What follows belongs to an exercise in optimizing a design on an open flow for small area, a short achievable clock period and few clock cycles; a production flow would make more cautious choices. Only simulation tests tie the RTL to the original design; equivalence was not proved. Power figures rest on the tool's default switching activity, not on a simulated workload.

==> flow/design.v (excerpt) <==
module cpu_cache (
	input clk,
	input reset_n,
	output readM1,
	output [15:0] address1,
	input [15:0] instData00,
	input [15:0] instData01,
	input [15:0] instData10,
	input [15:0] instData11,
	input [1:0] instReady,
	output readM2,
	output writeM2,
	output [15:0] address2,
	input [15:0] memData00,
	input [15:0] memData01,
	input [15:0] memData10,
	input [15:0] memData11,
	input [1:0] memReadReady,
	input [1:0] memWriteReady,
	output [15:0] evicted2_address,
	output [15:0] evicted2_00,
	output [15:0] evicted2_01,
	output [15:0] evicted2_10,
	output [15:0] evicted2_11,
	output reg [15:0] num_inst,
	output reg [15:0] output_port,
	output reg is_halted
);
Settings: LEC_CHECK=0, CAP_MARGIN=20, CORE_MARGIN=2, CORE_UTILIZATION=40, SLEW_MARGIN=20; clock period 11.0 ns.
standard.sh (not shown) runs the stock make flow with config.mk's settings and CLKGATE_MAP_FILE= SYNTH_SCRIPT=/design/flow/synth_recipe.tcl, a recipe that flattens the netlist after the stock synthesis.
==> flow/flow/run.sh <==
#!/bin/bash
# The standard layout (standard.sh), with three changes to how it is made:
#  - ports are buffered with sky130_fd_sc_hd__buf_1 instead of the delay buffer
#    that buffer_ports picks by default,
#  - timing repair aims for 7 ns of setup slack (the SDC is unchanged),
#  - the clock tree clusters up to 25 sinks within 80 um,
#  - the core is sized for 50% utilization.
# The make output goes to flow.log in this folder; ORFS keeps each step's log
# under orfs/logs.
set -euo pipefail
bash standard.sh \
  "BUFFER_PORTS_ARGS=-buffer_cell sky130_fd_sc_hd__buf_1" \
  SETUP_SLACK_MARGIN=7 \
  CTS_CLUSTER_SIZE=25 \
  CORE_UTILIZATION=50 \
  CTS_CLUSTER_DIAMETER=80 \
  finish > flow.log 2>&1
Testbench counts at the start, summed over its fixed seeds: cycles 243,786.
Edit:
--- a/flow/flow/run.sh
+++ b/flow/flow/run.sh
@@ -4,6 +4,5 @@
 #    that buffer_ports picks by default,
 #  - timing repair aims for 7 ns of setup slack (the SDC is unchanged),
-#  - the clock tree clusters up to 25 sinks within 80 um,
-#  - the core is sized for 50% utilization.
+#  - the clock tree clusters up to 25 sinks within 80 um.
 # The make output goes to flow.log in this folder; ORFS keeps each step's log
 # under orfs/logs.
@@ -13,5 +12,4 @@
   SETUP_SLACK_MARGIN=7 \
   CTS_CLUSTER_SIZE=25 \
-  CORE_UTILIZATION=50 \
   CTS_CLUSTER_DIAMETER=80 \
   finish > flow.log 2>&1
Via count fell by 0.31%.
Power falls by 1.6%.
Non-clock buffer count goes down by 35.
Synthesized area is unchanged.
Core utilization falls by 13 points.
Edit:
==> flow/flow/run.sh (replaced) <==
#!/bin/bash
# The standard layout (standard.sh), with three changes to how it is made:
#  - ports are buffered with sky130_fd_sc_hd__buf_1 instead of the delay buffer
#    that buffer_ports picks by default,
#  - timing repair aims for 6 ns of setup slack (the SDC is unchanged),
#  - the clock tree clusters up to 25 sinks within 80 um.
# The make output goes to flow.log in this folder; ORFS keeps each step's log
# under orfs/logs.
set -euo pipefail
bash standard.sh \
  "BUFFER_PORTS_ARGS=-buffer_cell sky130_fd_sc_hd__buf_1" \
  SETUP_SLACK_MARGIN=6 \
  CTS_CLUSTER_SIZE=25 \
  CTS_CLUSTER_DIAMETER=80 \
  finish > flow.log 2>&1
Effect: The new run finished with timing, DRC and antenna clean. Register-to-register slack loses 0.57 ns. Wire length went down by 3.4%. Synthesized area does not change. Cell count went down by 2.2%. Via count went down by 3.4%. Total power went up by 0.49%. Die area does not change. Final area went down by 5.8%. Combinational power went down by about 9%. Sequential power barely changes. Global-route usage went down by 0.80 points.
Edit:
==> flow/flow/run.sh (replaced) <==
#!/bin/bash
# The standard layout (standard.sh), with three changes to how it is made:
#  - ports are buffered with sky130_fd_sc_hd__buf_1 instead of the delay buffer
#    that buffer_ports picks by default,
#  - timing repair aims for 6.5 ns of setup slack (the SDC is unchanged),
#  - the clock tree clusters up to 25 sinks within 80 um.
# The make output goes to flow.log in this folder; ORFS keeps each step's log
# under orfs/logs.
set -euo pipefail
bash standard.sh \
  "BUFFER_PORTS_ARGS=-buffer_cell sky130_fd_sc_hd__buf_1" \
  SETUP_SLACK_MARGIN=6.5 \
  CTS_CLUSTER_SIZE=25 \
  CTS_CLUSTER_DIAMETER=80 \
  finish > flow.log 2>&1
Non-clock buffer count increases by 31.
Flip-flop and latch count does not change.
Global-route usage increases by 0.15 points.
Register-to-register slack gains 0.35 ns.
First-iteration DRC count decreases by 13%.
Sequential share of layout area decreases by 0.53 points.
Maximum frequency increases by 8.0%.
Synthesized area stays the same.
Wire length increases by 0.92%.
Edit:
==> flow/flow/run.sh (replaced) <==
#!/bin/bash
# The standard layout (standard.sh), with three changes to how it is made:
#  - ports are buffered with sky130_fd_sc_hd__buf_1 instead of the delay buffer
#    that buffer_ports picks by default,
#  - timing repair aims for 7 ns of setup slack (the SDC is unchanged),
#  - the clock tree clusters up to 25 sinks within 70 um.
# The make output goes to flow.log in this folder; ORFS keeps each step's log
# under orfs/logs.
set -euo pipefail
bash standard.sh \
  "BUFFER_PORTS_ARGS=-buffer_cell sky130_fd_sc_hd__buf_1" \
  SETUP_SLACK_MARGIN=7 \
  CTS_CLUSTER_SIZE=25 \
  CTS_CLUSTER_DIAMETER=70 \
  finish > flow.log 2>&1
What happened: Combinational power goes up by about 2%. Sequential power hardly moves. Clock-buffer cell count goes up by 5. Via count goes up by 2.6%. Cell area goes up by 5.7%. Die area stays the same. Setup slack improved by 0.28 ns. Synthesized cell count is unchanged. Fmax goes up by 6.8%. Register-to-register slack improved by 0.28 ns.

[what the ideal ports hide]
In the flow no input, the clock included, has a driving cell. The finished layouts below were timed again as built, in two steps. Step 1 (the two cells are an assumption about what drives the block):
set clk [get_ports {clk}]
set_driving_cell -lib_cell sky130_fd_sc_hd__clkbuf_16 $clk
set_driving_cell -lib_cell sky130_fd_sc_hd__buf_2 [delete_from_list [all_inputs] $clk]
Step 2, shift: input delay + t, output delay - t, t = (earliest + latest rising clock arrival at the registers) / 2. This alone moves slack from input paths to output paths. Slacks: ideal ports / drivers / drivers and shift; pairs: ideal ports / drivers.
run | t (ns) | setup WS [ns] | worst data-port slew with drivers (ns)
the first run | 0.675 | 6.686 / 6.686 / 6.190 | 0.06
the second run | 0.679 | 6.808 / 6.808 / 6.163 | 0.09
the third run | 0.692 | 6.242 / 6.242 / 5.583 | 0.07
the fourth run | 0.672 | 6.595 / 6.595 / 5.951 | 0.05
the fifth run | 0.647 | 6.875 / 6.875 / 6.269 | 0.08
After both steps setup and hold are still met in every run listed. For the third run, which loses most, drivers alone change the setup slack by 0.000 ns; drivers and shift together by -0.659 ns.
